This is an optimization exercise on Yosys and OpenROAD, whose aim is small area and a short achievable clock period, not a production implementation. No functional check of the RTL was part of any run shown here. Power and IR drop assume default switching activity.

`flow/config.mk`:
```
export PLATFORM = sky130hd
export DESIGN_NAME = MACRegister
export DESIGN_NICKNAME = MACRegister
export VERILOG_FILES = /design/flow/design.v
export SDC_FILE = /design/flow/constraint.sdc
export NUM_CORES = 4
export LEC_CHECK = 0
export CAP_MARGIN = 20
export CORE_MARGIN = 2
export CORE_UTILIZATION = 55
export PLACE_DENSITY = 0.75
export SETUP_SLACK_MARGIN = 1.0
export SLEW_MARGIN = 20
export SYNTH_HIERARCHICAL = 1
export SYNTH_MINIMUM_KEEP_SIZE = 0
```
`flow/constraint.sdc`:
```
create_clock -name core_clock -period 19.0 [get_ports {clk}]
set_input_delay 3.8000 -clock core_clock [delete_from_list [all_inputs] [get_ports {clk}]]
set_output_delay 3.8000 -clock core_clock [all_outputs]
set_load 0.01 [all_outputs]
```
`flow/design.v`:
```
`timescale 1ns / 1ps
module HalfAdder(
    input a,
    input b,
    output f,
    output carryOut
    );
    assign f = a ^ b;
    assign carryOut = a & b;
endmodule
module HalfAdderN(
    input an,
    input bn,
    output fn,
    output carryOutN
    );
    Xnor2 x(an, bn, fn);
    Or2 o(an, bn, carryOutN);
endmodule
module Xnor2(input a, input b, output y);
    assign y = ~(a ^ b);
endmodule
module Or2(input a, input b, output y);
    assign y = a | b;
endmodule
`timescale 1ns / 1ps
module FullAdder(
    input a,
    input b,
    input carryIn,
    output sum,
    output carryOut
    );
    assign sum = a ^ b ^ carryIn;
    assign carryOut = (a & b) | (a & carryIn) | (b & carryIn);
endmodule
`timescale 1ns / 1ps
module Inv(input a, output y);
    assign y = ~a;
endmodule
module Nand2(input a, input b, output y);
    assign y = ~(a & b);
endmodule
module Nor2(input a, input b, output y);
    assign y = ~(a | b);
endmodule
module Aoi21(input a, input b, input c, output y);
    assign y = ~((a & b) | c);
endmodule
module Oai21(input a, input b, input c, output y);
    assign y = ~((a | b) & c);
endmodule
module Xor2(input a, input b, output y);
    assign y = a ^ b;
endmodule
`timescale 1ns / 1ps
module MACRegister(
    input clk,
    input rst,
    input [1:0] opcode,
    input [15:0] a,
    input [15:0] b,
    output [31:0] dataOut
    );
    reg [31:0] register;
    assign dataOut = register;
    wire mac = ~rst & (opcode == 2'd2);
    wire [31:0] base = rst ? 32'd0 : (opcode == 2'd1) ? {a, b} : register;
    wire [15:0] bg = b & {16{mac}};
    wire [31:0] rt = ~base;
    wire pp0_0 = ~(a[0] & bg[0]), pp0_1 = ~(a[0] & bg[1]), pp0_2 = ~(a[0] & bg[2]), pp0_3 = ~(a[0] & bg[3]), pp0_4 = ~(a[0] & bg[4]), pp0_5 = ~(a[0] & bg[5]), pp0_6 = ~(a[0] & bg[6]), pp0_7 = ~(a[0] & bg[7]), pp0_8 = ~(a[0] & bg[8]), pp0_9 = ~(a[0] & bg[9]), pp0_10 = ~(a[0] & bg[10]), pp0_11 = ~(a[0] & bg[11]), pp0_12 = ~(a[0] & bg[12]), pp0_13 = ~(a[0] & bg[13]), pp0_14 = ~(a[0] & bg[14]), pp0_15 = ~(a[0] & bg[15]);
    wire pp1_0 = ~(a[1] & bg[0]), pp1_1 = ~(a[1] & bg[1]), pp1_2 = ~(a[1] & bg[2]), pp1_3 = ~(a[1] & bg[3]), pp1_4 = ~(a[1] & bg[4]), pp1_5 = ~(a[1] & bg[5]), pp1_6 = ~(a[1] & bg[6]), pp1_7 = ~(a[1] & bg[7]), pp1_8 = ~(a[1] & bg[8]), pp1_9 = ~(a[1] & bg[9]), pp1_10 = ~(a[1] & bg[10]), pp1_11 = ~(a[1] & bg[11]), pp1_12 = ~(a[1] & bg[12]), pp1_13 = ~(a[1] & bg[13]), pp1_14 = ~(a[1] & bg[14]), pp1_15 = ~(a[1] & bg[15]);
    wire pp2_0 = ~(a[2] & bg[0]), pp2_1 = ~(a[2] & bg[1]), pp2_2 = ~(a[2] & bg[2]), pp2_3 = ~(a[2] & bg[3]), pp2_4 = ~(a[2] & bg[4]), pp2_5 = ~(a[2] & bg[5]), pp2_6 = ~(a[2] & bg[6]), pp2_7 = ~(a[2] & bg[7]), pp2_8 = ~(a[2] & bg[8]), pp2_9 = ~(a[2] & bg[9]), pp2_10 = ~(a[2] & bg[10]), pp2_11 = ~(a[2] & bg[11]), pp2_12 = ~(a[2] & bg[12]), pp2_13 = ~(a[2] & bg[13]), pp2_14 = ~(a[2] & bg[14]), pp2_15 = ~(a[2] & bg[15]);
    wire pp3_0 = ~(a[3] & bg[0]), pp3_1 = ~(a[3] & bg[1]), pp3_2 = ~(a[3] & bg[2]), pp3_3 = ~(a[3] & bg[3]), pp3_4 = ~(a[3] & bg[4]), pp3_5 = ~(a[3] & bg[5]), pp3_6 = ~(a[3] & bg[6]), pp3_7 = ~(a[3] & bg[7]), pp3_8 = ~(a[3] & bg[8]), pp3_9 = ~(a[3] & bg[9]), pp3_10 = ~(a[3] & bg[10]), pp3_11 = ~(a[3] & bg[11]), pp3_12 = ~(a[3] & bg[12]), pp3_13 = ~(a[3] & bg[13]), pp3_14 = ~(a[3] & bg[14]), pp3_15 = ~(a[3] & bg[15]);
    wire pp4_0 = ~(a[4] & bg[0]), pp4_1 = ~(a[4] & bg[1]), pp4_2 = ~(a[4] & bg[2]), pp4_3 = ~(a[4] & bg[3]), pp4_4 = ~(a[4] & bg[4]), pp4_5 = ~(a[4] & bg[5]), pp4_6 = ~(a[4] & bg[6]), pp4_7 = ~(a[4] & bg[7]), pp4_8 = ~(a[4] & bg[8]), pp4_9 = ~(a[4] & bg[9]), pp4_10 = ~(a[4] & bg[10]), pp4_11 = ~(a[4] & bg[11]), pp4_12 = ~(a[4] & bg[12]), pp4_13 = ~(a[4] & bg[13]), pp4_14 = ~(a[4] & bg[14]), pp4_15 = ~(a[4] & bg[15]);
    wire pp5_0 = ~(a[5] & bg[0]), pp5_1 = ~(a[5] & bg[1]), pp5_2 = ~(a[5] & bg[2]), pp5_3 = ~(a[5] & bg[3]), pp5_4 = ~(a[5] & bg[4]), pp5_5 = ~(a[5] & bg[5]), pp5_6 = ~(a[5] & bg[6]), pp5_7 = ~(a[5] & bg[7]), pp5_8 = ~(a[5] & bg[8]), pp5_9 = ~(a[5] & bg[9]), pp5_10 = ~(a[5] & bg[10]), pp5_11 = ~(a[5] & bg[11]), pp5_12 = ~(a[5] & bg[12]), pp5_13 = ~(a[5] & bg[13]), pp5_14 = ~(a[5] & bg[14]), pp5_15 = ~(a[5] & bg[15]);
    wire pp6_0 = ~(a[6] & bg[0]), pp6_1 = ~(a[6] & bg[1]), pp6_2 = ~(a[6] & bg[2]), pp6_3 = ~(a[6] & bg[3]), pp6_4 = ~(a[6] & bg[4]), pp6_5 = ~(a[6] & bg[5]), pp6_6 = ~(a[6] & bg[6]), pp6_7 = ~(a[6] & bg[7]), pp6_8 = ~(a[6] & bg[8]), pp6_9 = ~(a[6] & bg[9]), pp6_10 = ~(a[6] & bg[10]), pp6_11 = ~(a[6] & bg[11]), pp6_12 = ~(a[6] & bg[12]), pp6_13 = ~(a[6] & bg[13]), pp6_14 = ~(a[6] & bg[14]), pp6_15 = ~(a[6] & bg[15]);
    wire pp7_0 = ~(a[7] & bg[0]), pp7_1 = ~(a[7] & bg[1]), pp7_2 = ~(a[7] & bg[2]), pp7_3 = ~(a[7] & bg[3]), pp7_4 = ~(a[7] & bg[4]), pp7_5 = ~(a[7] & bg[5]), pp7_6 = ~(a[7] & bg[6]), pp7_7 = ~(a[7] & bg[7]), pp7_8 = ~(a[7] & bg[8]), pp7_9 = ~(a[7] & bg[9]), pp7_10 = ~(a[7] & bg[10]), pp7_11 = ~(a[7] & bg[11]), pp7_12 = ~(a[7] & bg[12]), pp7_13 = ~(a[7] & bg[13]), pp7_14 = ~(a[7] & bg[14]), pp7_15 = ~(a[7] & bg[15]);
    wire pp8_0 = ~(a[8] & bg[0]), pp8_1 = ~(a[8] & bg[1]), pp8_2 = ~(a[8] & bg[2]), pp8_3 = ~(a[8] & bg[3]), pp8_4 = ~(a[8] & bg[4]), pp8_5 = ~(a[8] & bg[5]), pp8_6 = ~(a[8] & bg[6]), pp8_7 = ~(a[8] & bg[7]), pp8_8 = ~(a[8] & bg[8]), pp8_9 = ~(a[8] & bg[9]), pp8_10 = ~(a[8] & bg[10]), pp8_11 = ~(a[8] & bg[11]), pp8_12 = ~(a[8] & bg[12]), pp8_13 = ~(a[8] & bg[13]), pp8_14 = ~(a[8] & bg[14]), pp8_15 = ~(a[8] & bg[15]);
    wire pp9_0 = ~(a[9] & bg[0]), pp9_1 = ~(a[9] & bg[1]), pp9_2 = ~(a[9] & bg[2]), pp9_3 = ~(a[9] & bg[3]), pp9_4 = ~(a[9] & bg[4]), pp9_5 = ~(a[9] & bg[5]), pp9_6 = ~(a[9] & bg[6]), pp9_7 = ~(a[9] & bg[7]), pp9_8 = ~(a[9] & bg[8]), pp9_9 = ~(a[9] & bg[9]), pp9_10 = ~(a[9] & bg[10]), pp9_11 = ~(a[9] & bg[11]), pp9_12 = ~(a[9] & bg[12]), pp9_13 = ~(a[9] & bg[13]), pp9_14 = ~(a[9] & bg[14]), pp9_15 = ~(a[9] & bg[15]);
    wire pp10_0 = ~(a[10] & bg[0]), pp10_1 = ~(a[10] & bg[1]), pp10_2 = ~(a[10] & bg[2]), pp10_3 = ~(a[10] & bg[3]), pp10_4 = ~(a[10] & bg[4]), pp10_5 = ~(a[10] & bg[5]), pp10_6 = ~(a[10] & bg[6]), pp10_7 = ~(a[10] & bg[7]), pp10_8 = ~(a[10] & bg[8]), pp10_9 = ~(a[10] & bg[9]), pp10_10 = ~(a[10] & bg[10]), pp10_11 = ~(a[10] & bg[11]), pp10_12 = ~(a[10] & bg[12]), pp10_13 = ~(a[10] & bg[13]), pp10_14 = ~(a[10] & bg[14]), pp10_15 = ~(a[10] & bg[15]);
    wire pp11_0 = ~(a[11] & bg[0]), pp11_1 = ~(a[11] & bg[1]), pp11_2 = ~(a[11] & bg[2]), pp11_3 = ~(a[11] & bg[3]), pp11_4 = ~(a[11] & bg[4]), pp11_5 = ~(a[11] & bg[5]), pp11_6 = ~(a[11] & bg[6]), pp11_7 = ~(a[11] & bg[7]), pp11_8 = ~(a[11] & bg[8]), pp11_9 = ~(a[11] & bg[9]), pp11_10 = ~(a[11] & bg[10]), pp11_11 = ~(a[11] & bg[11]), pp11_12 = ~(a[11] & bg[12]), pp11_13 = ~(a[11] & bg[13]), pp11_14 = ~(a[11] & bg[14]), pp11_15 = ~(a[11] & bg[15]);
    wire pp12_0 = ~(a[12] & bg[0]), pp12_1 = ~(a[12] & bg[1]), pp12_2 = ~(a[12] & bg[2]), pp12_3 = ~(a[12] & bg[3]), pp12_4 = ~(a[12] & bg[4]), pp12_5 = ~(a[12] & bg[5]), pp12_6 = ~(a[12] & bg[6]), pp12_7 = ~(a[12] & bg[7]), pp12_8 = ~(a[12] & bg[8]), pp12_9 = ~(a[12] & bg[9]), pp12_10 = ~(a[12] & bg[10]), pp12_11 = ~(a[12] & bg[11]), pp12_12 = ~(a[12] & bg[12]), pp12_13 = ~(a[12] & bg[13]), pp12_14 = ~(a[12] & bg[14]), pp12_15 = ~(a[12] & bg[15]);
    wire pp13_0 = ~(a[13] & bg[0]), pp13_1 = ~(a[13] & bg[1]), pp13_2 = ~(a[13] & bg[2]), pp13_3 = ~(a[13] & bg[3]), pp13_4 = ~(a[13] & bg[4]), pp13_5 = ~(a[13] & bg[5]), pp13_6 = ~(a[13] & bg[6]), pp13_7 = ~(a[13] & bg[7]), pp13_8 = ~(a[13] & bg[8]), pp13_9 = ~(a[13] & bg[9]), pp13_10 = ~(a[13] & bg[10]), pp13_11 = ~(a[13] & bg[11]), pp13_12 = ~(a[13] & bg[12]), pp13_13 = ~(a[13] & bg[13]), pp13_14 = ~(a[13] & bg[14]), pp13_15 = ~(a[13] & bg[15]);
    wire pp14_0 = ~(a[14] & bg[0]), pp14_1 = ~(a[14] & bg[1]), pp14_2 = ~(a[14] & bg[2]), pp14_3 = ~(a[14] & bg[3]), pp14_4 = ~(a[14] & bg[4]), pp14_5 = ~(a[14] & bg[5]), pp14_6 = ~(a[14] & bg[6]), pp14_7 = ~(a[14] & bg[7]), pp14_8 = ~(a[14] & bg[8]), pp14_9 = ~(a[14] & bg[9]), pp14_10 = ~(a[14] & bg[10]), pp14_11 = ~(a[14] & bg[11]), pp14_12 = ~(a[14] & bg[12]), pp14_13 = ~(a[14] & bg[13]), pp14_14 = ~(a[14] & bg[14]), pp14_15 = ~(a[14] & bg[15]);
    wire pp15_0 = ~(a[15] & bg[0]), pp15_1 = ~(a[15] & bg[1]), pp15_2 = ~(a[15] & bg[2]), pp15_3 = ~(a[15] & bg[3]), pp15_4 = ~(a[15] & bg[4]), pp15_5 = ~(a[15] & bg[5]), pp15_6 = ~(a[15] & bg[6]), pp15_7 = ~(a[15] & bg[7]), pp15_8 = ~(a[15] & bg[8]), pp15_9 = ~(a[15] & bg[9]), pp15_10 = ~(a[15] & bg[10]), pp15_11 = ~(a[15] & bg[11]), pp15_12 = ~(a[15] & bg[12]), pp15_13 = ~(a[15] & bg[13]), pp15_14 = ~(a[15] & bg[14]), pp15_15 = ~(a[15] & bg[15]);
    wire s1, c2, s3, c4, s5, c6, s7, c8, s9, c10, s11, c12, s13, c14, s15, c16;
    wire s17, c18, s19, c20, s21, c22, s23, c24, s25, c26, s27, c28, s29, c30, s31, c32;
    wire s33, c34, s35, c36, s37, c38, s39, c40, s41, c42, s43, c44, s45, c46, s47, c48;
    wire s49, c50, s51, c52, s53, c54, s55, c56, s57, c58, s59, c60, s61, c62, s63, c64;
    wire s65, c66, s67, c68, s69, c70, s71, c72, s73, c74, s75, c76, s77, c78, s79, c80;
    wire s81, c82, s83, c84, s85, c86, s87, c88, s89, c90, s91, c92, s93, c94, s95, c96;
    wire s97, c98, s99, c100, s101, c102, s103, c104, s105, c106, s107, c108, s109, c110, s111, c112;
    wire s113, c114, s115, c116, s117, c118, s119, c120, s121, c122, s123, c124, s125, c126, s127, c128;
    wire s129, c130, s131, c132, s133, c134, s135, c136, s137, c138, s139, c140, s141, c142, s143, c144;
    wire s145, c146, s147, c148, s149, c150, s151, c152, s153, c154, s155, c156, s157, c158, s159, c160;
    wire s161, c162, s163, c164, s165, c166, s167, c168, s169, c170, s171, c172, s173, c174, s175, c176;
    wire s177, c178, s179, c180, s181, c182, s183, c184, s185, c186, s187, c188, s189, c190, s191, c192;
    wire s193, c194, s195, c196, s197, c198, s199, c200, s201, c202, s203, c204, s205, c206, s207, c208;
    wire s209, c210, s211, c212, s213, c214, s215, c216, s217, c218, s219, c220, s221, c222, s223, c224;
    wire s225, c226, s227, c228, s229, c230, s231, c232, s233, c234, s235, c236, s237, c238, s239, c240;
    wire s241, c242, s243, c244, s245, c246, s247, c248, s249, c250, s251, c252, s253, c254, s255, c256;
    wire s257, c258, s259, c260, s261, c262, s263, c264, s265, c266, s267, c268, s269, c270, s271, c272;
    wire s273, c274, s275, c276, s277, c278, s279, c280, s281, c282, s283, c284, s285, c286, s287, c288;
    wire s289, c290, s291, c292, s293, c294, s295, c296, s297, c298, s299, c300, s301, c302, s303, c304;
    wire s305, c306, s307, c308, s309, c310, s311, c312, s313, c314, s315, c316, s317, c318, s319, c320;
    wire s321, c322, s323, c324, s325, c326, s327, c328, s329, c330, s331, c332, s333, c334, s335, c336;
    wire s337, c338, s339, c340, s341, c342, s343, c344, s345, c346, s347, c348, s349, c350, s351, c352;
    wire s353, c354, s355, c356, s357, c358, s359, c360, s361, c362, s363, c364, s365, c366, s367, c368;
    wire s369, c370, s371, c372, s373, c374, s375, c376, s377, c378, s379, c380, s381, c382, s383, c384;
    wire s385, c386, s387, c388, s389, c390, s391, c392, s393, c394, s395, c396, s397, c398, s399, c400;
    wire s401, c402, s403, c404, s405, c406, s407, c408, s409, c410, s411, c412, s413, c414, s415, c416;
    wire s417, c418, s419, c420, s421, c422, s423, c424, s425, c426, s427, c428, s429, c430, s431, c432;
    wire s433, c434, s435, c436, s437, c438, s439, c440, s441, c442, s443, c444, s445, c446, s447, c448;
    wire s449, c450, s451, c452, s453, c454, s455, c456, s457, c458, s459, c460, s461, c462, s463, c464;
    wire s465, c466, s467, c468, s469, c470, s471, c472, s473, c474, s475, c476, s477, c478, s479, c480;
    wire s481, c482, s483, c484, s485, c486, s487, c488, s489, c490, s491, c492;
    HalfAdderN ha0(rt[12], pp0_12, s1, c2);
    FullAdder fa0(rt[13], pp0_13, pp10_3, s3, c4);
    HalfAdderN ha1(pp11_2, pp12_1, s5, c6);
    FullAdder fa1(rt[14], pp0_14, pp10_4, s7, c8);
    FullAdder fa2(pp11_3, pp12_2, pp13_1, s9, c10);
    HalfAdderN ha2(pp14_0, pp1_13, s11, c12);
    FullAdder fa3(rt[15], pp0_15, pp10_5, s13, c14);
    FullAdder fa4(pp11_4, pp12_3, pp13_2, s15, c16);
    FullAdder fa5(pp14_1, pp15_0, pp1_14, s17, c18);
    HalfAdderN ha3(pp2_13, pp3_12, s19, c20);
    FullAdder fa6(rt[16], pp10_6, pp11_5, s21, c22);
    FullAdder fa7(pp12_4, pp13_3, pp14_2, s23, c24);
    FullAdder fa8(pp15_1, pp1_15, pp2_14, s25, c26);
    HalfAdderN ha4(pp3_13, pp4_12, s27, c28);
    FullAdder fa9(rt[17], pp10_7, pp11_6, s29, c30);
    FullAdder fa10(pp12_5, pp13_4, pp14_3, s31, c32);
    FullAdder fa11(pp15_2, pp2_15, pp3_14, s33, c34);
    FullAdder fa12(rt[18], pp10_8, pp11_7, s35, c36);
    FullAdder fa13(pp12_6, pp13_5, pp14_4, s37, c38);
    FullAdder fa14(rt[19], pp10_9, pp11_8, s39, c40);
    HalfAdderN ha5(rt[8], pp0_8, s41, c42);
    FullAdder fa15(rt[9], pp0_9, pp1_8, s43, c44);
    HalfAdderN ha6(pp2_7, pp3_6, s45, c46);
    FullAdder fa16(rt[10], pp0_10, pp10_0, s47, c48);
    FullAdder fa17(pp1_9, pp2_8, pp3_7, s49, c50);
    HalfAdderN ha7(pp4_6, pp5_5, s51, c52);
    FullAdder fa18(rt[11], pp0_11, pp10_1, s53, c54);
    FullAdder fa19(pp11_0, pp1_10, pp2_9, s55, c56);
    FullAdder fa20(pp3_8, pp4_7, pp5_6, s57, c58);
    HalfAdderN ha8(pp6_5, pp7_4, s59, c60);
    FullAdder fa21(pp10_2, pp11_1, pp12_0, s61, c62);
    FullAdder fa22(pp1_11, pp2_10, pp3_9, s63, c64);
    FullAdder fa23(pp4_8, pp5_7, pp6_6, s65, c66);
    FullAdder fa24(pp7_5, pp8_4, pp9_3, s67, c68);
    FullAdder fa25(pp13_0, pp1_12, pp2_11, s69, c70);
    FullAdder fa26(pp3_10, pp4_9, pp5_8, s71, c72);
    FullAdder fa27(pp6_7, pp7_6, pp8_5, s73, c74);
    FullAdder fa28(pp9_4, c2, s5, s75, c76);
    FullAdder fa29(pp2_12, pp3_11, pp4_10, s77, c78);
    FullAdder fa30(pp5_9, pp6_8, pp7_7, s79, c80);
    FullAdder fa31(pp8_6, pp9_5, c6, s81, c82);
    FullAdder fa32(s11, c4, s7, s83, c84);
    FullAdder fa33(pp4_11, pp5_10, pp6_9, s85, c86);
    FullAdder fa34(pp7_8, pp8_7, pp9_6, s87, c88);
    FullAdder fa35(c12, s19, c8, s89, c90);
    FullAdder fa36(c10, s13, s15, s91, c92);
    FullAdder fa37(pp5_11, pp6_10, pp7_9, s93, c94);
    FullAdder fa38(pp8_8, pp9_7, c20, s95, c96);
    FullAdder fa39(s27, c14, c16, s97, c98);
    FullAdder fa40(c18, s21, s23, s99, c100);
    FullAdder fa41(pp4_13, pp5_12, pp6_11, s101, c102);
    FullAdder fa42(pp7_10, pp8_9, pp9_8, s103, c104);
    FullAdder fa43(c28, c22, c24, s105, c106);
    FullAdder fa44(c26, s29, s31, s107, c108);
    FullAdder fa45(pp15_3, pp3_15, pp4_14, s109, c110);
    FullAdder fa46(pp5_13, pp6_12, pp7_11, s111, c112);
    FullAdder fa47(pp8_10, pp9_9, c30, s113, c114);
    FullAdder fa48(c32, c34, s35, s115, c116);
    FullAdder fa49(pp12_7, pp13_6, pp14_5, s117, c118);
    FullAdder fa50(pp15_4, pp4_15, pp5_14, s119, c120);
    FullAdder fa51(pp6_13, pp7_12, pp8_11, s121, c122);
    FullAdder fa52(pp9_10, c36, c38, s123, c124);
    FullAdder fa53(rt[20], pp10_10, pp11_9, s125, c126);
    FullAdder fa54(pp12_8, pp13_7, pp14_6, s127, c128);
    FullAdder fa55(pp15_5, pp5_15, pp6_14, s129, c130);
    FullAdder fa56(pp7_13, pp8_12, pp9_11, s131, c132);
    FullAdder fa57(rt[21], pp10_11, pp11_10, s133, c134);
    FullAdder fa58(pp12_9, pp13_8, pp14_7, s135, c136);
    FullAdder fa59(pp15_6, pp6_15, pp7_14, s137, c138);
    FullAdder fa60(rt[22], pp10_12, pp11_11, s139, c140);
    FullAdder fa61(pp12_10, pp13_9, pp14_8, s141, c142);
    FullAdder fa62(rt[23], pp10_13, pp11_12, s143, c144);
    HalfAdderN ha9(rt[5], pp0_5, s145, c146);
    FullAdder fa63(rt[6], pp0_6, pp1_5, s147, c148);
    HalfAdderN ha10(pp2_4, pp3_3, s149, c150);
    FullAdder fa64(rt[7], pp0_7, pp1_6, s151, c152);
    FullAdder fa65(pp2_5, pp3_4, pp4_3, s153, c154);
    HalfAdderN ha11(pp5_2, pp6_1, s155, c156);
    FullAdder fa66(pp1_7, pp2_6, pp3_5, s157, c158);
    FullAdder fa67(pp4_4, pp5_3, pp6_2, s159, c160);
    FullAdder fa68(pp7_1, pp8_0, s41, s161, c162);
    FullAdder fa69(pp4_5, pp5_4, pp6_3, s163, c164);
    FullAdder fa70(pp7_2, pp8_1, pp9_0, s165, c166);
    FullAdder fa71(c42, s45, s43, s167, c168);
    FullAdder fa72(pp6_4, pp7_3, pp8_2, s169, c170);
    FullAdder fa73(pp9_1, c46, s51, s171, c172);
    FullAdder fa74(c44, s47, s49, s173, c174);
    FullAdder fa75(pp8_3, pp9_2, c52, s175, c176);
    FullAdder fa76(s59, c48, c50, s177, c178);
    FullAdder fa77(s53, s55, s57, s179, c180);
    FullAdder fa78(c60, s1, c54, s181, c182);
    FullAdder fa79(c56, c58, s61, s183, c184);
    FullAdder fa80(s63, s65, s67, s185, c186);
    FullAdder fa81(c62, c64, c66, s187, c188);
    FullAdder fa82(c68, s3, s69, s189, c190);
    FullAdder fa83(s71, s73, s75, s191, c192);
    FullAdder fa84(c70, c72, c74, s193, c194);
    FullAdder fa85(s77, s79, s9, s195, c196);
    FullAdder fa86(c76, s81, s83, s197, c198);
    FullAdder fa87(c78, c80, s17, s199, c200);
    FullAdder fa88(s85, s87, c82, s201, c202);
    FullAdder fa89(c84, s89, s91, s203, c204);
    FullAdder fa90(c86, c88, s25, s205, c206);
    FullAdder fa91(s93, s95, c90, s207, c208);
    FullAdder fa92(s97, c92, s99, s209, c210);
    FullAdder fa93(c94, s101, s103, s211, c212);
    FullAdder fa94(s33, c96, c98, s213, c214);
    FullAdder fa95(s105, c100, s107, s215, c216);
    FullAdder fa96(c102, c104, s109, s217, c218);
    FullAdder fa97(s111, s37, c106, s219, c220);
    FullAdder fa98(s113, c108, s115, s221, c222);
    FullAdder fa99(c110, c112, s39, s223, c224);
    FullAdder fa100(s117, s119, s121, s225, c226);
    FullAdder fa101(c114, s123, c116, s227, c228);
    FullAdder fa102(c40, c118, c120, s229, c230);
    FullAdder fa103(c122, s125, s127, s231, c232);
    FullAdder fa104(s129, s131, c124, s233, c234);
    FullAdder fa105(pp8_13, pp9_12, c126, s235, c236);
    FullAdder fa106(c128, c130, c132, s237, c238);
    FullAdder fa107(s133, s135, s137, s239, c240);
    FullAdder fa108(pp15_7, pp7_15, pp8_14, s241, c242);
    FullAdder fa109(pp9_13, c134, c136, s243, c244);
    FullAdder fa110(c138, s139, s141, s245, c246);
    FullAdder fa111(pp12_11, pp13_10, pp14_9, s247, c248);
    FullAdder fa112(pp15_8, pp8_15, pp9_14, s249, c250);
    FullAdder fa113(c140, c142, s143, s251, c252);
    FullAdder fa114(rt[24], pp10_14, pp11_13, s253, c254);
    FullAdder fa115(pp12_12, pp13_11, pp14_10, s255, c256);
    FullAdder fa116(pp15_9, pp9_15, c144, s257, c258);
    FullAdder fa117(rt[25], pp10_15, pp11_14, s259, c260);
    FullAdder fa118(pp12_13, pp13_12, pp14_11, s261, c262);
    FullAdder fa119(rt[26], pp11_15, pp12_14, s263, c264);
    HalfAdderN ha12(rt[3], pp0_3, s265, c266);
    FullAdder fa120(rt[4], pp0_4, pp1_3, s267, c268);
    HalfAdderN ha13(pp2_2, pp3_1, s269, c270);
    FullAdder fa121(pp1_4, pp2_3, pp3_2, s271, c272);
    FullAdder fa122(pp4_1, pp5_0, s145, s273, c274);
    FullAdder fa123(pp4_2, pp5_1, pp6_0, s275, c276);
    FullAdder fa124(c146, s149, s147, s277, c278);
    FullAdder fa125(pp7_0, c150, s155, s279, c280);
    FullAdder fa126(c148, s151, s153, s281, c282);
    FullAdder fa127(c156, c152, c154, s283, c284);
    FullAdder fa128(s157, s159, s161, s285, c286);
    FullAdder fa129(c158, c160, s163, s287, c288);
    FullAdder fa130(s165, c162, s167, s289, c290);
    FullAdder fa131(c164, c166, s169, s291, c292);
    FullAdder fa132(s171, c168, s173, s293, c294);
    FullAdder fa133(c170, c172, s175, s295, c296);
    FullAdder fa134(c174, s177, s179, s297, c298);
    FullAdder fa135(c176, c178, s181, s299, c300);
    FullAdder fa136(c180, s183, s185, s301, c302);
    FullAdder fa137(c182, c184, c186, s303, c304);
    FullAdder fa138(s187, s189, s191, s305, c306);
    FullAdder fa139(c188, c190, s193, s307, c308);
    FullAdder fa140(s195, c192, s197, s309, c310);
    FullAdder fa141(c194, c196, s199, s311, c312);
    FullAdder fa142(s201, c198, s203, s313, c314);
    FullAdder fa143(c200, s205, c202, s315, c316);
    FullAdder fa144(s207, c204, s209, s317, c318);
    FullAdder fa145(c206, s211, c208, s319, c320);
    FullAdder fa146(s213, c210, s215, s321, c322);
    FullAdder fa147(c212, s217, c214, s323, c324);
    FullAdder fa148(s219, c216, s221, s325, c326);
    FullAdder fa149(c218, s223, s225, s327, c328);
    FullAdder fa150(c220, c222, s227, s329, c330);
    FullAdder fa151(c224, s229, c226, s331, c332);
    FullAdder fa152(s231, s233, c228, s333, c334);
    FullAdder fa153(s235, c230, c232, s335, c336);
    FullAdder fa154(s237, s239, c234, s337, c338);
    FullAdder fa155(s241, c236, s243, s339, c340);
    FullAdder fa156(c238, c240, s245, s341, c342);
    FullAdder fa157(c242, s247, s249, s343, c344);
    FullAdder fa158(c244, c246, s251, s345, c346);
    FullAdder fa159(c248, c250, s253, s347, c348);
    FullAdder fa160(s255, s257, c252, s349, c350);
    FullAdder fa161(pp15_10, c254, c256, s351, c352);
    FullAdder fa162(s259, s261, c258, s353, c354);
    FullAdder fa163(pp13_13, pp14_12, pp15_11, s355, c356);
    FullAdder fa164(c260, c262, s263, s357, c358);
    FullAdder fa165(rt[27], pp12_15, pp13_14, s359, c360);
    FullAdder fa166(pp14_13, pp15_12, c264, s361, c362);
    FullAdder fa167(rt[28], pp13_15, pp14_14, s363, c364);
    HalfAdderN ha14(rt[2], pp0_2, s365, c366);
    FullAdder fa168(pp1_2, pp2_1, pp3_0, s367, c368);
    FullAdder fa169(pp4_0, c266, s269, s369, c370);
    FullAdder fa170(c270, c268, s271, s371, c372);
    FullAdder fa171(c272, s275, c274, s373, c374);
    FullAdder fa172(c276, s279, c278, s375, c376);
    FullAdder fa173(c280, c282, s283, s377, c378);
    FullAdder fa174(c284, s287, c286, s379, c380);
    FullAdder fa175(c288, s291, c290, s381, c382);
    FullAdder fa176(c292, s295, c294, s383, c384);
    FullAdder fa177(c296, s299, c298, s385, c386);
    FullAdder fa178(c300, c302, s303, s387, c388);
    FullAdder fa179(c304, s307, c306, s389, c390);
    FullAdder fa180(c308, s311, c310, s391, c392);
    FullAdder fa181(c312, s315, c314, s393, c394);
    FullAdder fa182(c316, s319, c318, s395, c396);
    FullAdder fa183(c320, s323, c322, s397, c398);
    FullAdder fa184(s327, c324, c326, s399, c400);
    FullAdder fa185(c328, s331, c330, s401, c402);
    FullAdder fa186(s335, c332, s337, s403, c404);
    FullAdder fa187(c336, s339, s341, s405, c406);
    FullAdder fa188(s343, c340, c342, s407, c408);
    FullAdder fa189(c344, s347, c346, s409, c410);
    FullAdder fa190(s351, c348, s353, s411, c412);
    FullAdder fa191(s355, c352, s357, s413, c414);
    FullAdder fa192(c356, s359, s361, s415, c416);
    FullAdder fa193(pp15_13, c360, s363, s417, c418);
    FullAdder fa194(rt[29], pp14_15, pp15_14, s419, c420);
    HalfAdderN ha15(rt[1], pp0_1, s421, c422);
    FullAdder fa195(pp1_1, pp2_0, s365, s423, c424);
    FullAdder fa196(c366, s265, s367, s425, c426);
    FullAdder fa197(c368, s267, s369, s427, c428);
    FullAdder fa198(c370, s273, s371, s429, c430);
    FullAdder fa199(c372, s277, s373, s431, c432);
    FullAdder fa200(s281, c374, s375, s433, c434);
    FullAdder fa201(c376, s285, s377, s435, c436);
    FullAdder fa202(c378, s289, s379, s437, c438);
    FullAdder fa203(s293, c380, s381, s439, c440);
    FullAdder fa204(s297, c382, s383, s441, c442);
    FullAdder fa205(s301, c384, s385, s443, c444);
    FullAdder fa206(s305, c386, s387, s445, c446);
    FullAdder fa207(c388, s309, s389, s447, c448);
    FullAdder fa208(s313, c390, s391, s449, c450);
    FullAdder fa209(s317, c392, s393, s451, c452);
    FullAdder fa210(s321, c394, s395, s453, c454);
    FullAdder fa211(s325, c396, s397, s455, c456);
    FullAdder fa212(s329, c398, s399, s457, c458);
    FullAdder fa213(s333, c400, s401, s459, c460);
    FullAdder fa214(c334, s403, c402, s461, c462);
    FullAdder fa215(c338, s405, c404, s463, c464);
    FullAdder fa216(s345, c406, s407, s465, c466);
    FullAdder fa217(s349, c408, s409, s467, c468);
    FullAdder fa218(c350, s411, c410, s469, c470);
    FullAdder fa219(c354, s413, c412, s471, c472);
    FullAdder fa220(c358, c414, s415, s473, c474);
    FullAdder fa221(c362, s417, c416, s475, c476);
    FullAdder fa222(c364, s419, c418, s477, c478);
    FullAdder fa223(rt[30], pp15_15, c420, s479, c480);
    HalfAdderN ha16(rt[0], pp0_0, s481, c482);
    FullAdder fa224(pp1_0, c482, s421, s483, c484);
    FullAdder fa225(c422, c484, s423, s485, c486);
    FullAdder fa226(c424, s425, c486, s487, c488);
    FullAdder fa227(c426, s427, c488, s489, c490);
    FullAdder fa228(c428, s429, c490, s491, c492);
    wire [31:0] x = {c480, c478, c476, c474, c472, c470, c468, c466, c464, c462, c460, c458, c456, c454, c452, c450, c448, c446, c444, c442, c440, c438, c436, c434, c432, c430, s491, s489, s487, s485, s483, s481};
    wire [31:0] y = {rt[31], s479, s477, s475, s473, s471, s469, s467, s465, s463, s461, s459, s457, s455, s453, s451, s449, s447, s445, s443, s441, s439, s437, s435, s433, s431, 1'b1, 1'b1, 1'b1, 1'b1, 1'b1, 1'b1};
    wire [31:0] st;
    assign st[5:0] = x[5:0];
    assign st[31:6] = x[31:6] + y[31:6] + c492;
    always @ (posedge clk)
        register <= ~st;
endmodule
```
`flow/flow/run.sh`:
```
#!/bin/bash
# Standard ORFS layout, with buf_2 port buffers, and timing repair aiming for 10 ns of
# setup slack at the design's clock period (i.e. a tighter internal target).
set -euo pipefail
bash standard.sh "BUFFER_PORTS_ARGS=-buffer_cell sky130_fd_sc_hd__buf_2" "SETUP_SLACK_MARGIN=10" finish > make_finish.log 2>&1
```
`flow/standard.sh`:
```
#!/bin/bash
# synth_recipe.tcl (not shown) runs the flow's synth.tcl, then flattens the netlist and writes it again
# the make line also repeats each setting of config.mk as NAME=value (left out here)
make -C /OpenROAD-flow-scripts/flow DESIGN_CONFIG=/design/flow/config.mk WORK_HOME=/design/flow/orfs CLKGATE_MAP_FILE= SYNTH_SCRIPT=/design/flow/synth_recipe.tcl "${@:-finish}"
```
==> parameters.txt, run 1 <==
Parameter                              Value

Timing
  Least-Margin Pin Slew ... around 0.63 ns
  Clock period minus worst slack ... 8.98 ns
  Setup Total Neg Slack ... 0 ns
  Slew Limit Fails ... 0
  Final-report setup violation count ... 0
  Final worst-path setup slack ... ~10 ns
  Highest Clock Rate ... 111 MHz
  RSZ-0062 raised after global routing ... yes
  Share of the clock period used by the worst path after layout ... 47.2%
  Number of hold-slack violations in the final timing report ... 0
  Clock Skews ... 0.00278 ns
  Relative slew slack ... 57.4%

Global route
  Met3 usage ... 6.60%
  Remaining global-route overflow ... 0
  Number of antenna violations at the first check in global routing ... 0
  Number of global-route vias before repair ... 7542
  Overall fraction of global-route tracks in use ... 31.8%
  First-pass GRT wire length ... 39.9 mm
  Met1 track utilization from global routing ... 38.0%
  Met2 usage ... 52.1%
  Global routing's busiest layer ... met2
  Largest net degree at the start of global routing ... 35

Logic synthesis
  Unique masters post-synth ... 49
  Most used DFF post-synth ... sky130_fd_sc_hd__dfxtp_1
  Avg Inst Size Synth ... 9.32 sq um
  Syn. warnings ... 7
  Synthesized Nets ... about 1.2k
  Count of state elements after synthesis ... 32
  Fraction of registers with async set/reset ... 0%
  Area fraction in compound gates after synthesis ... between 9 and 10%
  Largest family of logic cells by synthesized area ... adder cells
  Fraction of the yosys area taken by sequential cells ... around 7.3%
  Post-synthesis instance total ... 945
  Multiplexer share of the synthesized area ... 0.341%
  Area fraction in and, or, nand and nor cells after synthesis ... 19.2%
  Synth Area in XOR/XNOR ... 3.78%
  Number of enable-type register cells in the synthesized netlist ... 0
  Adder-cell share of the synthesized area ... 55.9%
  Post-synthesis instance area ... roughly 9000 sq um

Clocking
  Total clock buffers created by CTS ... 5
  CTS clk-pin slew, worst paths ... around 0.050 ns
  Clock tree root buffer cell ... sky130_fd_sc_hd__clkbuf_16
  Level count of the clock H-tree ... 2
  Worst skew pair latency ... roughly 0.28 ns
  Clk sink count ... 32
  CTS Hold Buffers Added ... 0
  Bufs on Longest Clock Path ... 2
  CTS tree ... done

Pwr
  Power per cell area ... ~84 nW/um^2
  Static leakage power ... 2.68 nW
  Part of the power in registers ... 14.8%
  NetSw ... 0.000397 W
  Worst-case vdd ir drop ... 0.0000694 V
  Switching share of power ... 47.6%
  Internal power ... 0.000438 W
  Combinational group share of total power ... 73.2%
  Portion of total power attributed to the clock network ... 12.0%
  Total chip power ... about 0.00084 W

Critical path
  Endpoint class of the critical path ... register
  Highest fanout seen on the critical path ... 34
  Critical path's most frequent cell ... sky130_fd_sc_hd__fa_1
  Required @ worst endpoint ... 19.17 ns
  Delay-heaviest family, CP ... adder cells
  Critical Path Max Stage Delay ... 0.60 ns
  Slowest cell on crit path ... sky130_fd_sc_hd__fa_2
  Startpoint-to-endpoint class of the critical path ... input port to register
  Worst path cell trace ... buf_8, nor3b_4, buf_6, buf_4, and2_4, buf_4, nand2_1, fa_2, fa_1, fa_1, fa_1, fa_1, ha_1, o21a_1, o21ai_0, o31ai_4, a211oi_4, o21bai_1, xnor2_1
  Buffering stage count on the worst path with inverters included ... 4
  Arrival @ worst endpoint ... between 9 and 10 ns
  Type of element launching the critical path ... input port

Routing
  Count of unresolved DRC violations after routing ... 0
  Number of DRC violations after detailed-routing iteration 0 ... 577
  Vias after detailed routing ... roughly 7.3k
  Overall routed net length ... 25.9 mm
  Avg WL per Cell ... 21.4 um
  Vias per std cell ... 6.03
  Count of antenna-violating nets left after detailed routing ... 0
  Count of TritonRoute iterations in the first routing pass ... 7

Run status
  Run status ... timing/DRC/antenna clean

Floorplanning
  Vertical die dimension ... 131 um
  Number of rows in the core area ... 46
  Initial core utilization ... between 50% and 60%
  Total I/O pin count ... 68
  Die width ... 131 um
  Area of the core ... around 16000 sq um
  Total Die Area ... between 15000 and 20000 sq um

Layout
  Total inserted antenna cells ... 0
  Register with the highest flop count ... register
  Fill cells ... approximately 1.3k
  Share of layout cells above drive strength 1 ... between 10% and 20%
  Largest registers ... register (32)
  Synthesis-to-finish area growth ... 13.5%
  Area of the multi-input gates ... between 8000 and 9000 sq um
  Final Net Count ... 1282
  Flip-flop and latch area ... 641 sq um
  Fin cells ... between 1k and 1.5k
  Number of flip-flops under the largest register name ... 32

Place
  Count of placed standard cells including taps ... 1146
  Hpwl dp ... about 19 mm
  Worst slack at placement ... 8.93 ns
  RePlAce Congestion ... 0.953
  # port buffers ... 67

Flow run
  Max-capacitance violation count ... 0

Hold path
  Type of the most critical hold path ... register to register
==> cell usage after synthesis (all sizes together) (2+ instances only) <==
cell type	number	area, sq um
ha	24	300
o21ai	10	50.1
o31ai	5	56.3
buf	14	70.1
nand2	332	1250
and2	16	100
o21a	5	37.5
or2	17	106
and4	2	17.5
nor3b	3	38.8
dfxtp	32	641
nand3	6	30.0
xor2	7	61.3
inv	14	52.6
nor3	2	10.0
fa	231	4620
o21bai	4	30.0
a211oi	4	35.0
a21oi	25	125
a31oi	4	25.0
mux2i	3	30.0
o2111ai	2	17.5
a21o	40	300
o211ai	3	22.5
xnor2	31	272
or3	2	12.5
clkbuf	70	264
nor2	18	67.6
nand4	6	37.5
==> layout by cell type (no fill, tap or decap), types with 17 or more instances in the layout <==
cell type	instances
sky130_fd_sc_hd__nand2_1	331
sky130_fd_sc_hd__fa_1	216
sky130_fd_sc_hd__buf_2	66
sky130_fd_sc_hd__buf_4	50
sky130_fd_sc_hd__a21o_1	40
sky130_fd_sc_hd__dfxtp_1	32
sky130_fd_sc_hd__xnor2_1	31
sky130_fd_sc_hd__a21oi_1	21
sky130_fd_sc_hd__nor2_1	18
sky130_fd_sc_hd__or2_1	17
==> Yosys stat by module, one instance, submodules excluded, excerpt <==
module,cells inside,area [sq um],flip-flops and latches,times used
FullAdder,1,20.0,0,229
MACRegister,682,3970,32,1
Or2,1,6.26,0,17
Xnor2,1,8.76,0,17
==> worst paths after layout <==
kind / start / end / slack [ns] / cells past startpoint
setup / recovery: rst / register[24] / 10.02 / 19
hold / removal: register[0] / register[0] / 0.63 / 4
setup reg to reg: register[14] / register[21] / 13.92 / 15
hold reg to reg: register[0] / register[0] / 0.63 / 4
==> area by class of cell <==
cell class	instances	area share, %
multi-input combinational	815	80.3
tap	216	2.71
inverter	14	0.526
clock buffer	7	1.53
timing repair buffer	123	8.24
sequential	32	6.41
clock inverter	1	0.301
==> worst register-to-register path, cell delays in order (launching register included) <==
cell,delay (ns)
sky130_fd_sc_hd__dfxtp_1,0.33
sky130_fd_sc_hd__nand2_1,0.11
sky130_fd_sc_hd__a21o_1,0.23
sky130_fd_sc_hd__fa_1,0.57
sky130_fd_sc_hd__fa_1,0.45
sky130_fd_sc_hd__fa_1,0.47
sky130_fd_sc_hd__fa_1,0.39
sky130_fd_sc_hd__fa_1,0.49
sky130_fd_sc_hd__fa_1,0.51
sky130_fd_sc_hd__ha_2,0.31
sky130_fd_sc_hd__nand2_1,0.11
sky130_fd_sc_hd__o211ai_1,0.10
sky130_fd_sc_hd__o21ai_0,0.09
sky130_fd_sc_hd__nor3b_4,0.43
sky130_fd_sc_hd__o21bai_1,0.15
sky130_fd_sc_hd__xnor2_1,0.26
==> metrics by stage <==
stage,instance area (sq um),utilization (%),hold slack [ns]
3_3_place_gp,9130,57.9,0.604
5_1_grt,9990,63.3,0.683
3_5_place_dp,9130,57.9,0.620
2_1_floorplan,8910,-,0.621
4_1_cts,9580,60.8,0.632
6_report,9990,63.3,0.628
==> per-layer routing <==
layer / vias to the layer above / share of wire, %
li1: 3045 / -
met1: 3677 / 34
met2: 445 / 50
met3: 121 / 8.5
met4: 0 / 7.4
met5: - / 0
==> repair_timing <==
item / in CTS / in global routing
gates cloned: 0 / 1
buffers inserted: 26 / 27
gates resized for setup: 34 / 46
hold endpoints to repair: 0 / 0
setup endpoints to repair: 17 / 12
pin swaps: 9 / 19
==> cell families after synthesis <==
| kind of cell | count (synthesis) |
|---|---|
| buf+inv | 98 |
| flops | 32 |
| fa+ha+maj | 255 |
| mux | 3 |
| compound gates | 112 |
| xor+xnor | 38 |
| simple gates | 407 |
==> power groups by stage <==
stage	clock, W	combinational (W)	sequential, W
floorplan	0	0.000379	0.000132
global placement	0	0.000529	0.000125
detailed placement	0	0.000534	0.000124
CTS	0.000102	0.000545	0.000123
global route	0.000104	0.000668	0.000126
finish	0.000100	0.000612	0.000124
==> run 2: changes to the inputs <==
--- a/flow/design.v
+++ b/flow/design.v
@@ -17,9 +17,6 @@
     Xnor2 x(an, bn, fn);
     Or2 o(an, bn, carryOutN);
 endmodule
-module Xnor2(input a, input b, output y);
-    assign y = ~(a ^ b);
-endmodule
 module Or2(input a, input b, output y);
     assign y = a | b;
 endmodule
@@ -53,6 +50,15 @@
 module Xor2(input a, input b, output y);
     assign y = a ^ b;
 endmodule
+module Xnor2(input a, input b, output y);
+    assign y = ~(a ^ b);
+endmodule
+module Ao21(input a, input b, input c, output y);
+    assign y = (a & b) | c;
+endmodule
+module Ao22(input a, input b, input c, input d, output y);
+    assign y = (a & b) | (c & d);
+endmodule
 `timescale 1ns / 1ps
 module MACRegister(
     input clk,
@@ -363,9 +369,230 @@
     FullAdder fa228(c428, s429, c490, s491, c492);
     wire [31:0] x = {c480, c478, c476, c474, c472, c470, c468, c466, c464, c462, c460, c458, c456, c454, c452, c450, c448, c446, c444, c442, c440, c438, c436, c434, c432, c430, s491, s489, s487, s485, s483, s481};
     wire [31:0] y = {rt[31], s479, s477, s475, s473, s471, s469, s467, s465, s463, s461, s459, s457, s455, s453, s451, s449, s447, s445, s443, s441, s439, s437, s435, s433, s431, 1'b1, 1'b1, 1'b1, 1'b1, 1'b1, 1'b1};
-    wire [31:0] st;
-    assign st[5:0] = x[5:0];
-    assign st[31:6] = x[31:6] + y[31:6] + c492;
+    wire n493, n494, n495, n496, n497, n498, n499, n500, n501, n502, n503, n504, n505, n506, n507, n508, n509, n510, n511, n512, n513, n514, n515, n516, n517, n518, n519, n520, n521, n522, n523, n524, n525, n526, n527, n528, n529, n530, n531, n532, n533, n534, n535, n536, n537, n538, n539, n540, n541, n542, n543, n544, n545, n546, n547, n548, n549, n550, n551, n552, n553, n554, n555, n556, n557, n558, n559, n560, n561, n562, n563, n564, n565, n566, n567, n568, n569, n570, n571, n572, n573, n574, n575, n576, n577, n578, n579, n580, n581, n582, n583, n584, n585, n586, n587, n588, n589, n590, n591, n592, n593, n594, n595, n596, n597, n598, n599, n600, n601, n602, n603, n604, n605, n606, n607, n608, n609, n610, n611, n612, n613, n614, n615, n616, n617, n618, n619, n620, n621, n622, n623, n624, n625, n626, n627, n628, n629, n630, n631, n632, n633, n634, n635, n636, n637, n638, n639, n640, n641, n642, n643, n644, n645, n646, n647, n648, n649, n650, n651, n652, n653, n654, n655, n656, n657, n658, n659, n660, n661, n662, n663, n664, n665, n666, n667, n668, n669, n670, n671, n672, n673, n674, n675, n676, n677, n678, n679, n680, n681, n682;
+    Xor2 u_n493(x[6], y[6], n493);
+    Nand2 u_n494(x[6], y[6], n494);
+    Nor2 u_n495(x[6], y[6], n495);
+    Inv u_n496(c492, n496);
+    Oai21 u_n497(n495, n496, n494, n497);
+    Xor2 u_n498(x[7], y[7], n498);
+    Nand2 u_n499(x[7], y[7], n499);
+    Nor2 u_n500(x[7], y[7], n500);
+    Xor2 u_n501(x[8], y[8], n501);
+    Nand2 u_n502(x[8], y[8], n502);
+    Nor2 u_n503(x[8], y[8], n503);
+    Xor2 u_n504(x[9], y[9], n504);
+    Nand2 u_n505(x[9], y[9], n505);
+    Nor2 u_n506(x[9], y[9], n506);
+    Xor2 u_n507(x[10], y[10], n507);
+    Nand2 u_n508(x[10], y[10], n508);
+    Nor2 u_n509(x[10], y[10], n509);
+    Xor2 u_n510(x[11], y[11], n510);
+    Nand2 u_n511(x[11], y[11], n511);
+    Nor2 u_n512(x[11], y[11], n512);
+    Xor2 u_n513(x[12], y[12], n513);
+    Nand2 u_n514(x[12], y[12], n514);
+    Nor2 u_n515(x[12], y[12], n515);
+    Xor2 u_n516(x[13], y[13], n516);
+    Nand2 u_n517(x[13], y[13], n517);
+    Nor2 u_n518(x[13], y[13], n518);
+    Xor2 u_n519(x[14], y[14], n519);
+    Nand2 u_n520(x[14], y[14], n520);
+    Nor2 u_n521(x[14], y[14], n521);
+    Xor2 u_n522(x[15], y[15], n522);
+    Nand2 u_n523(x[15], y[15], n523);
+    Nor2 u_n524(x[15], y[15], n524);
+    Xor2 u_n525(x[16], y[16], n525);
+    Nand2 u_n526(x[16], y[16], n526);
+    Nor2 u_n527(x[16], y[16], n527);
+    Xor2 u_n528(x[17], y[17], n528);
+    Nand2 u_n529(x[17], y[17], n529);
+    Nor2 u_n530(x[17], y[17], n530);
+    Xor2 u_n531(x[18], y[18], n531);
+    Nand2 u_n532(x[18], y[18], n532);
+    Nor2 u_n533(x[18], y[18], n533);
+    Xor2 u_n534(x[19], y[19], n534);
+    Nand2 u_n535(x[19], y[19], n535);
+    Nor2 u_n536(x[19], y[19], n536);
+    Xor2 u_n537(x[20], y[20], n537);
+    Nand2 u_n538(x[20], y[20], n538);
+    Nor2 u_n539(x[20], y[20], n539);
+    Xor2 u_n540(x[21], y[21], n540);
+    Nand2 u_n541(x[21], y[21], n541);
+    Nor2 u_n542(x[21], y[21], n542);
+    Xor2 u_n543(x[22], y[22], n543);
+    Nand2 u_n544(x[22], y[22], n544);
+    Nor2 u_n545(x[22], y[22], n545);
+    Xor2 u_n546(x[23], y[23], n546);
+    Nand2 u_n547(x[23], y[23], n547);
+    Nor2 u_n548(x[23], y[23], n548);
+    Xor2 u_n549(x[24], y[24], n549);
+    Nand2 u_n550(x[24], y[24], n550);
+    Nor2 u_n551(x[24], y[24], n551);
+    Xor2 u_n552(x[25], y[25], n552);
+    Nand2 u_n553(x[25], y[25], n553);
+    Nor2 u_n554(x[25], y[25], n554);
+    Xor2 u_n555(x[26], y[26], n555);
+    Nand2 u_n556(x[26], y[26], n556);
+    Nor2 u_n557(x[26], y[26], n557);
+    Xor2 u_n558(x[27], y[27], n558);
+    Nand2 u_n559(x[27], y[27], n559);
+    Nor2 u_n560(x[27], y[27], n560);
+    Xor2 u_n561(x[28], y[28], n561);
+    Nand2 u_n562(x[28], y[28], n562);
+    Nor2 u_n563(x[28], y[28], n563);
+    Xor2 u_n564(x[29], y[29], n564);
+    Nand2 u_n565(x[29], y[29], n565);
+    Nor2 u_n566(x[29], y[29], n566);
+    Xor2 u_n567(x[30], y[30], n567);
+    Nand2 u_n568(x[30], y[30], n568);
+    Nor2 u_n569(x[30], y[30], n569);
+    Xor2 u_n570(x[31], y[31], n570);
+    Nand2 u_n571(x[31], y[31], n571);
+    Nor2 u_n572(x[31], y[31], n572);
+    Inv u_n573(n497, n573);
+    Oai21 u_n574(n500, n573, n499, n574);
+    Oai21 u_n575(n506, n502, n505, n575);
+    Nor2 u_n576(n506, n503, n576);
+    Oai21 u_n577(n512, n508, n511, n577);
+    Nor2 u_n578(n512, n509, n578);
+    Oai21 u_n579(n518, n514, n517, n579);
+    Nor2 u_n580(n518, n515, n580);
+    Oai21 u_n581(n524, n520, n523, n581);
+    Nor2 u_n582(n524, n521, n582);
+    Oai21 u_n583(n530, n526, n529, n583);
+    Nor2 u_n584(n530, n527, n584);
+    Oai21 u_n585(n536, n532, n535, n585);
+    Nor2 u_n586(n536, n533, n586);
+    Oai21 u_n587(n542, n538, n541, n587);
+    Nor2 u_n588(n542, n539, n588);
+    Oai21 u_n589(n548, n544, n547, n589);
+    Nor2 u_n590(n548, n545, n590);
+    Oai21 u_n591(n554, n550, n553, n591);
+    Nor2 u_n592(n554, n551, n592);
+    Oai21 u_n593(n560, n556, n559, n593);
+    Nor2 u_n594(n560, n557, n594);
+    Oai21 u_n595(n566, n562, n565, n595);
+    Nor2 u_n596(n566, n563, n596);
+    Oai21 u_n597(n572, n568, n571, n597);
+    Nor2 u_n598(n572, n569, n598);
+    Inv u_n599(n574, n599);
+    Oai21 u_n600(n503, n599, n502, n600);
+    Aoi21 u_n601(n576, n574, n575, n601);
+    Inv u_n602(n577, n602);
+    Oai21 u_n603(n515, n602, n514, n603);
+    Inv u_n604(n578, n604);
+    Nor2 u_n605(n515, n604, n605);
+    Aoi21 u_n606(n580, n577, n579, n606);
+    Nand2 u_n607(n580, n578, n607);
+    Inv u_n608(n581, n608);
+    Oai21 u_n609(n527, n608, n526, n609);
+    Inv u_n610(n582, n610);
+    Nor2 u_n611(n527, n610, n611);
+    Aoi21 u_n612(n584, n581, n583, n612);
+    Nand2 u_n613(n584, n582, n613);
+    Inv u_n614(n585, n614);
+    Oai21 u_n615(n539, n614, n538, n615);
+    Inv u_n616(n586, n616);
+    Nor2 u_n617(n539, n616, n617);
+    Aoi21 u_n618(n588, n585, n587, n618);
+    Nand2 u_n619(n588, n586, n619);
+    Inv u_n620(n589, n620);
+    Oai21 u_n621(n551, n620, n550, n621);
+    Inv u_n622(n590, n622);
+    Nor2 u_n623(n551, n622, n623);
+    Aoi21 u_n624(n592, n589, n591, n624);
+    Nand2 u_n625(n592, n590, n625);
+    Inv u_n626(n593, n626);
+    Oai21 u_n627(n563, n626, n562, n627);
+    Inv u_n628(n594, n628);
+    Nor2 u_n629(n563, n628, n629);
+    Aoi21 u_n630(n596, n593, n595, n630);
+    Nand2 u_n631(n596, n594, n631);
+    Oai21 u_n632(n509, n601, n508, n632);
+    Inv u_n633(n601, n633);
+    Aoi21 u_n634(n578, n633, n577, n634);
+    Aoi21 u_n635(n605, n633, n603, n635);
+    Oai21 u_n636(n607, n601, n606, n636);
+    Oai21 u_n637(n533, n612, n532, n637);
+    Nor2 u_n638(n533, n613, n638);
+    Inv u_n639(n612, n639);
+    Aoi21 u_n640(n586, n639, n585, n640);
+    Inv u_n641(n613, n641);
+    Nand2 u_n642(n586, n641, n642);
+    Aoi21 u_n643(n617, n639, n615, n643);
+    Nand2 u_n644(n617, n641, n644);
+    Oai21 u_n645(n619, n612, n618, n645);
+    Nor2 u_n646(n619, n613, n646);
+    Oai21 u_n647(n557, n624, n556, n647);
+    Nor2 u_n648(n557, n625, n648);
+    Inv u_n649(n624, n649);
+    Aoi21 u_n650(n594, n649, n593, n650);
+    Inv u_n651(n625, n651);
+    Nand2 u_n652(n594, n651, n652);
+    Aoi21 u_n653(n629, n649, n627, n653);
+    Nand2 u_n654(n629, n651, n654);
+    Oai21 u_n655(n631, n624, n630, n655);
+    Nor2 u_n656(n631, n625, n656);
+    Inv u_n657(n636, n657);
+    Oai21 u_n658(n521, n657, n520, n658);
+    Aoi21 u_n659(n582, n636, n581, n659);
+    Aoi21 u_n660(n611, n636, n609, n660);
+    Oai21 u_n661(n613, n657, n612, n661);
+    Aoi21 u_n662(n638, n636, n637, n662);
+    Oai21 u_n663(n642, n657, n640, n663);
+    Oai21 u_n664(n644, n657, n643, n664);
+    Aoi21 u_n665(n646, n636, n645, n665);
+    Inv u_n666(n655, n666);
+    Oai21 u_n667(n569, n666, n568, n667);
+    Inv u_n668(n656, n668);
+    Nor2 u_n669(n569, n668, n669);
+    Aoi21 u_n670(n598, n655, n597, n670);
+    Nand2 u_n671(n598, n656, n671);
+    Oai21 u_n672(n545, n665, n544, n672);
+    Inv u_n673(n665, n673);
+    Aoi21 u_n674(n590, n673, n589, n674);
+    Aoi21 u_n675(n623, n673, n621, n675);
+    Oai21 u_n676(n625, n665, n624, n676);
+    Aoi21 u_n677(n648, n673, n647, n677);
+    Oai21 u_n678(n652, n665, n650, n678);
+    Oai21 u_n679(n654, n665, n653, n679);
+    Aoi21 u_n680(n656, n673, n655, n680);
+    Aoi21 u_n681(n669, n673, n667, n681);
+    Oai21 u_n682(n671, n665, n670, n682);
+    wire [31:0] nxt;
+    assign nxt[0] = ~x[0];
+    assign nxt[1] = ~x[1];
+    assign nxt[2] = ~x[2];
+    assign nxt[3] = ~x[3];
+    assign nxt[4] = ~x[4];
+    assign nxt[5] = ~x[5];
+    Xnor2 u_d6(n493, c492, nxt[6]);
+    Xnor2 u_d7(n498, n497, nxt[7]);
+    Xnor2 u_d8(n501, n574, nxt[8]);
+    Xnor2 u_d9(n504, n600, nxt[9]);
+    Xor2 u_d10(n507, n601, nxt[10]);
+    Xnor2 u_d11(n510, n632, nxt[11]);
+    Xor2 u_d12(n513, n634, nxt[12]);
+    Xor2 u_d13(n516, n635, nxt[13]);
+    Xnor2 u_d14(n519, n636, nxt[14]);
+    Xnor2 u_d15(n522, n658, nxt[15]);
+    Xor2 u_d16(n525, n659, nxt[16]);
+    Xor2 u_d17(n528, n660, nxt[17]);
+    Xnor2 u_d18(n531, n661, nxt[18]);
+    Xor2 u_d19(n534, n662, nxt[19]);
+    Xnor2 u_d20(n537, n663, nxt[20]);
+    Xnor2 u_d21(n540, n664, nxt[21]);
+    Xor2 u_d22(n543, n665, nxt[22]);
+    Xnor2 u_d23(n546, n672, nxt[23]);
+    Xor2 u_d24(n549, n674, nxt[24]);
+    Xor2 u_d25(n552, n675, nxt[25]);
+    Xnor2 u_d26(n555, n676, nxt[26]);
+    Xor2 u_d27(n558, n677, nxt[27]);
+    Xnor2 u_d28(n561, n678, nxt[28]);
+    Xnor2 u_d29(n564, n679, nxt[29]);
+    Xor2 u_d30(n567, n680, nxt[30]);
+    Xor2 u_d31(n570, n681, nxt[31]);
     always @ (posedge clk)
-        register <= ~st;
+        register <= nxt;
 endmodule
==> parameters.txt, run 2 <==
Parameter                              Value

Routing
  Vias after detailed routing ... 6889 (-5.5%)
  Met3 routed wirelength ... 2.25 mm (+1.9%)
  Highest routing layer actually used ... met4
  Vias per std cell ... 5.79 (-4.0%)
  Met1 WL ... 9.02 mm (+2.1%)
  Count of unresolved DRC violations after routing ... 0 (unchanged)
  Count of TritonRoute iterations in the first routing pass ... 7 (unchanged)
  Avg WL per Cell ... 19.8 um (-7.9%)
  Count of antenna-violating nets left after detailed routing ... 0 (unchanged)
  Length of routed met2 wiring ... 11.3 mm (-13%)
  Number of DRC violations after detailed-routing iteration 0 ... 632 (+9.5%)
  Overall routed net length ... 23.5 mm (-9.3%)

Critical path
  Reg-to-Reg End ... register[25]
  Depth of the worst register-to-register path ... 16 (+1)
  Reg-to-reg slack, setup ... 13.93 ns (about the same)
  Required @ worst endpoint ... 19.22 ns (+0.05 ns)
  Startpoint-to-endpoint class of the critical path ... input port to register
  Type of element launching the critical path ... input port
  Setup crit start ... opcode[0]
  Worst reg2reg path startpoint ... register[16]
  Arrival @ worst endpoint ... 8.98 ns (-0.16 ns)
  Highest fanout seen on the critical path ... 38 (+12%)
  CP endpoint ... register[25]
  Endpoint class of the critical path ... register

Timing
  RSZ-0062 raised after global routing ... no
  Number of hold-slack violations in the final timing report ... 0 (unchanged)
  Final-report setup violation count ... 0 (unchanged)
  Share of the clock period used by the worst path after layout ... 46.1% (-1.2 points)
  Relative slew slack ... 35.6% (-22 points)
  Highest Clock Rate ... 114 MHz (+2.5%)
  Clock period minus worst slack ... 8.75 ns (-0.221 ns)
  Clock Skews ... 0.00782 ns (+0.00504 ns)
  Setup Total Neg Slack ... 0 ns (unchanged)
  Least-Margin Pin Slew ... 0.961 ns (+0.329 ns)
  Slew Limit Fails ... 0 (unchanged)

Floorplanning
  Total I/O pin count ... 68 (unchanged)
  Number of rows in the core area ... 46 (unchanged)
  Area of the core ... 15800 sq um (+0.37%)
  Initial core utilization ... 56.2% (+0.37 points)
  Total Die Area ... 17200 sq um (+1.0%)
  Die width ... 131 um (+0.50%)
  Vertical die dimension ... 131 um (+0.50%)

Logic synthesis
  Most used DFF post-synth ... sky130_fd_sc_hd__dfxtp_1
  Unique masters post-synth ... 26 (-47%)
  Post-synthesis instance area ... 8900 sq um (+1.0%)
  Number of enable-type register cells in the synthesized netlist ... 0 (unchanged)
  Synth area leaders ... sky130_fd_sc_hd__fa_1 52%, sky130_fd_sc_hd__nand2_1 12%, sky130_fd_sc_hd__dfxtp_1 7.2%, sky130_fd_sc_hd__xor2_1 3.7%, sky130_fd_sc_hd__xnor2_1 3.1%
  Fraction of registers with async set/reset ... 0% (unchanged)
  Library cell with the highest instance count after synthesis ... sky130_fd_sc_hd__nand2_1
  Ranking of synthesized cells by instance count ... 290 x sky130_fd_sc_hd__nand2_1, 229 x sky130_fd_sc_hd__fa_1, 46 x sky130_fd_sc_hd__nor2_1
  Avg Inst Size Synth ... 9.42 sq um (+1.1%)
  Cell type with the highest aggregate area in the netlist ... sky130_fd_sc_hd__fa_1
  Syn. warnings ... 7 (unchanged)
  Count of state elements after synthesis ... 32 (unchanged)
  Fraction of the yosys area taken by sequential cells ... 7.20% (-0.075 points)
  Proportion of netlist area held by the largest area contributor ... 51.5% (-0.99 points)
  Synthesized Nets ... 1209 (-2.2%)
  Post-synthesis instance total ... 944 (-0.11%)

Clocking
  CTS Hold Buffers Added ... 0 (unchanged)
  Level count of the clock H-tree ... 2 (unchanged)
  Clk sink count ... 32 (unchanged)
  Bufs on Longest Clock Path ... 2 (unchanged)
  CTS clk-pin slew, worst paths ... 0.05 ns (about the same)
  Worst skew pair latency ... 0.30 ns (+0.02 ns)
  Total clock buffers created by CTS ... 5 (unchanged)
  CTS tree ... done
  Clock tree root buffer cell ... sky130_fd_sc_hd__clkbuf_16

Layout
  Most common cell after layout, fill and taps aside ... sky130_fd_sc_hd__nand2_1
  Synthesis-to-finish area growth ... 8.02%
  Final Net Count ... 1238 (-3.4%)
  Fin cells ... 1189 (-1.6%)
  Share of layout cells above drive strength 1 ... 16.9% (-2.7 points)
  Number of flip-flops under the largest register name ... 32 (unchanged)
  Total inserted antenna cells ... 0 (unchanged)
  Largest registers ... register (32)
  Highest-count cells in the layout ignoring fill and taps ... 290 x sky130_fd_sc_hd__nand2_1, 229 x sky130_fd_sc_hd__fa_1, 64 x sky130_fd_sc_hd__buf_2
  Register with the highest flop count ... register
  Fill cells ... 1321 (-1.0%)

Place
  Count of placed standard cells including taps ... 1160 (+1.2%)
  # port buffers ... 67 (unchanged)
  RePlAce Congestion ... 0.897 (-5.9%)
  Hpwl dp ... 17.8 mm (-7.9%)

Pwr
  Power per cell area ... 57.1 nW/um^2 (-32%)
  Static leakage power ... 2.65 nW (-1.1%)
  Worst-case vdd ir drop ... 0.0000352 V (-49%)

Global route
  Number of antenna violations at the first check in global routing ... 0 (unchanged)
  Number of global-route vias before repair ... 7191 (-4.7%)
  First-pass GRT wire length ... 38.0 mm (-4.8%)
  Overall fraction of global-route tracks in use ... 28.3% (-3.5 points)
  Largest net degree at the start of global routing ... 50 (+43%)
  Remaining global-route overflow ... 0 (unchanged)

Flow run
  Max-capacitance violation count ... 0 (unchanged)

Hold path
  Type of the most critical hold path ... register to register

Run status
  Run status ... timing/DRC/antenna clean
[run 2: kinds of logic (layout without fill, tap and decap cells)]
logic type | count (synthesis) | count (layout) | share of synthesized area (%)
adder cells (fa/ha/maj) | 229 | 229 | 51.5
multiplexers | 14 | 14 | 1.58
AND/OR/NAND/NOR | 418 | 419 | 21.7
buffers and inverters | 109 | 137 | 5.91
flip-flops | 32 | 32 | 7.20
AO/OA/AOI/OAI | 73 | 73 | 5.25
XOR/XNOR | 69 | 69 | 6.79
[run 2: through the flow]
step | instance area (sq um) | total power [W] | hold slack, ns | worst slack (ns) | util, %
after floorplan | 8900 | 0.000360 | 0.661 | 10.38 | -
after global placement | 9190 | 0.000446 | 0.635 | 9.01 | 58.0
after detailed placement | 9190 | 0.000452 | 0.632 | 8.87 | 58.0
after CTS | 9370 | 0.000546 | 0.649 | 10.04 | 59.2
after global routing | 9610 | 0.000593 | 0.701 | 10.01 | 60.7
final | 9610 | 0.000548 | 0.647 | 10.25 | 60.7
[run 2: power breakdown]
| part | switching [W] | total [W] | internal [W] | leakage [nW] |
|---|---|---|---|---|
| Sequential | 0.0000234 | 0.000118 | 0.0000946 | 0.268 |
| Combinational | 0.000194 | 0.000341 | 0.000147 | 2.31 |
| Clock | 0.0000342 | 0.0000894 | 0.0000551 | 0.0760 |
[run 2: how the worst min path moves through the flow]
stage / start / endpoint / depth (start not counted)
3_5_place_dp: register[0] / register[0] / 3
2_1_floorplan: register[0] / register[0] / 3
5_1_grt: register[0] / register[0] / 3
6_report: register[0] / register[0] / 3
4_1_cts: register[0] / register[0] / 3
3_3_place_gp: register[0] / register[0] / 3
[run 2: worst max-delay path, cell delays in order]
cell                       delay (ns)
sky130_fd_sc_hd__clkbuf_4        0.25
sky130_fd_sc_hd__and4bb_4        0.51
sky130_fd_sc_hd__nand2_1         0.13
sky130_fd_sc_hd__fa_1            0.46
sky130_fd_sc_hd__fa_1            0.61
sky130_fd_sc_hd__fa_1            0.44
sky130_fd_sc_hd__fa_1            0.41
sky130_fd_sc_hd__fa_1            0.51
sky130_fd_sc_hd__fa_1            0.46
sky130_fd_sc_hd__nor2_1          0.17
sky130_fd_sc_hd__nor2_1          0.08
sky130_fd_sc_hd__a21oi_2         0.22
sky130_fd_sc_hd__o21ai_1         0.14
sky130_fd_sc_hd__a21oi_4         0.27
sky130_fd_sc_hd__inv_1           0.21
sky130_fd_sc_hd__a21oi_2         0.17
sky130_fd_sc_hd__xor2_1          0.14
[run 2: cell type report]
class | count | area, sq um | share of cell area [%]
Multi-Input combinational cell | 804 | 7820 | 81.4
Sequential cell | 32 | 641 | 6.67
Inverter | 29 | 111 | 1.16
Tap cell | 216 | 270 | 2.81
Clock buffer | 7 | 153 | 1.59
Timing Repair Buffer | 101 | 614 | 6.39
[run 2: what timing repair did]
action                                  CTS  global route
pin swaps                                 0             2
setup buffers                             0            21
gates cloned                              1             0
gates resized for setup                  13            25
endpoints found under the setup margin   13             9
[run 2: modules after synthesis, one instance, submodules excluded, a selection]
module | times used | flops+latches
Inv | 22 | 0
Xnor2 | 31 | 0
Aoi21 | 21 | 0
Nand2 | 34 | 0
MACRegister | 1 | 32
FullAdder | 229 | 0
Xor2 | 38 | 0
[run 2: routing by layer]
layer | GRT usage (%) | up-vias
met2 | 44.8 | 414
met4 | 12.2 | 0
met1 | 38.3 | 3444
li1 | - | 2955
met5 | 0 | -
met3 | 5.59 | 76

[static timing again, ports no longer ideal]
Ports are ideal in the flow. The routed layouts listed here were re-timed in OpenROAD. Step 1, drivers: a clkbuf_16 drives clk and a buf_2 each remaining input, both assumed. Step 2, shift: input delay + t, output delay - t, t = (earliest + latest rising clock arrival at the registers) / 2. This alone moves slack from input paths to output paths. a / b / c = no drivers / after step 1 / after step 2; a / b = the first two.
| run | shift t [ns] | slack for setup (ns) | worst setup path after step 2 | clock arrival spread, ns | worst slew at a driven data input, ns |
|---|---|---|---|---|---|
| run 1 | 0.318 | 10.025 / 10.023 / 9.706 | input to register | 0.003 / 0.003 | 0.05 |
| run 2 | 0.338 | 10.246 / 10.265 / 9.927 | input to register | 0.008 / 0.008 | 0.04 |
After both steps every run listed still meets setup and hold.
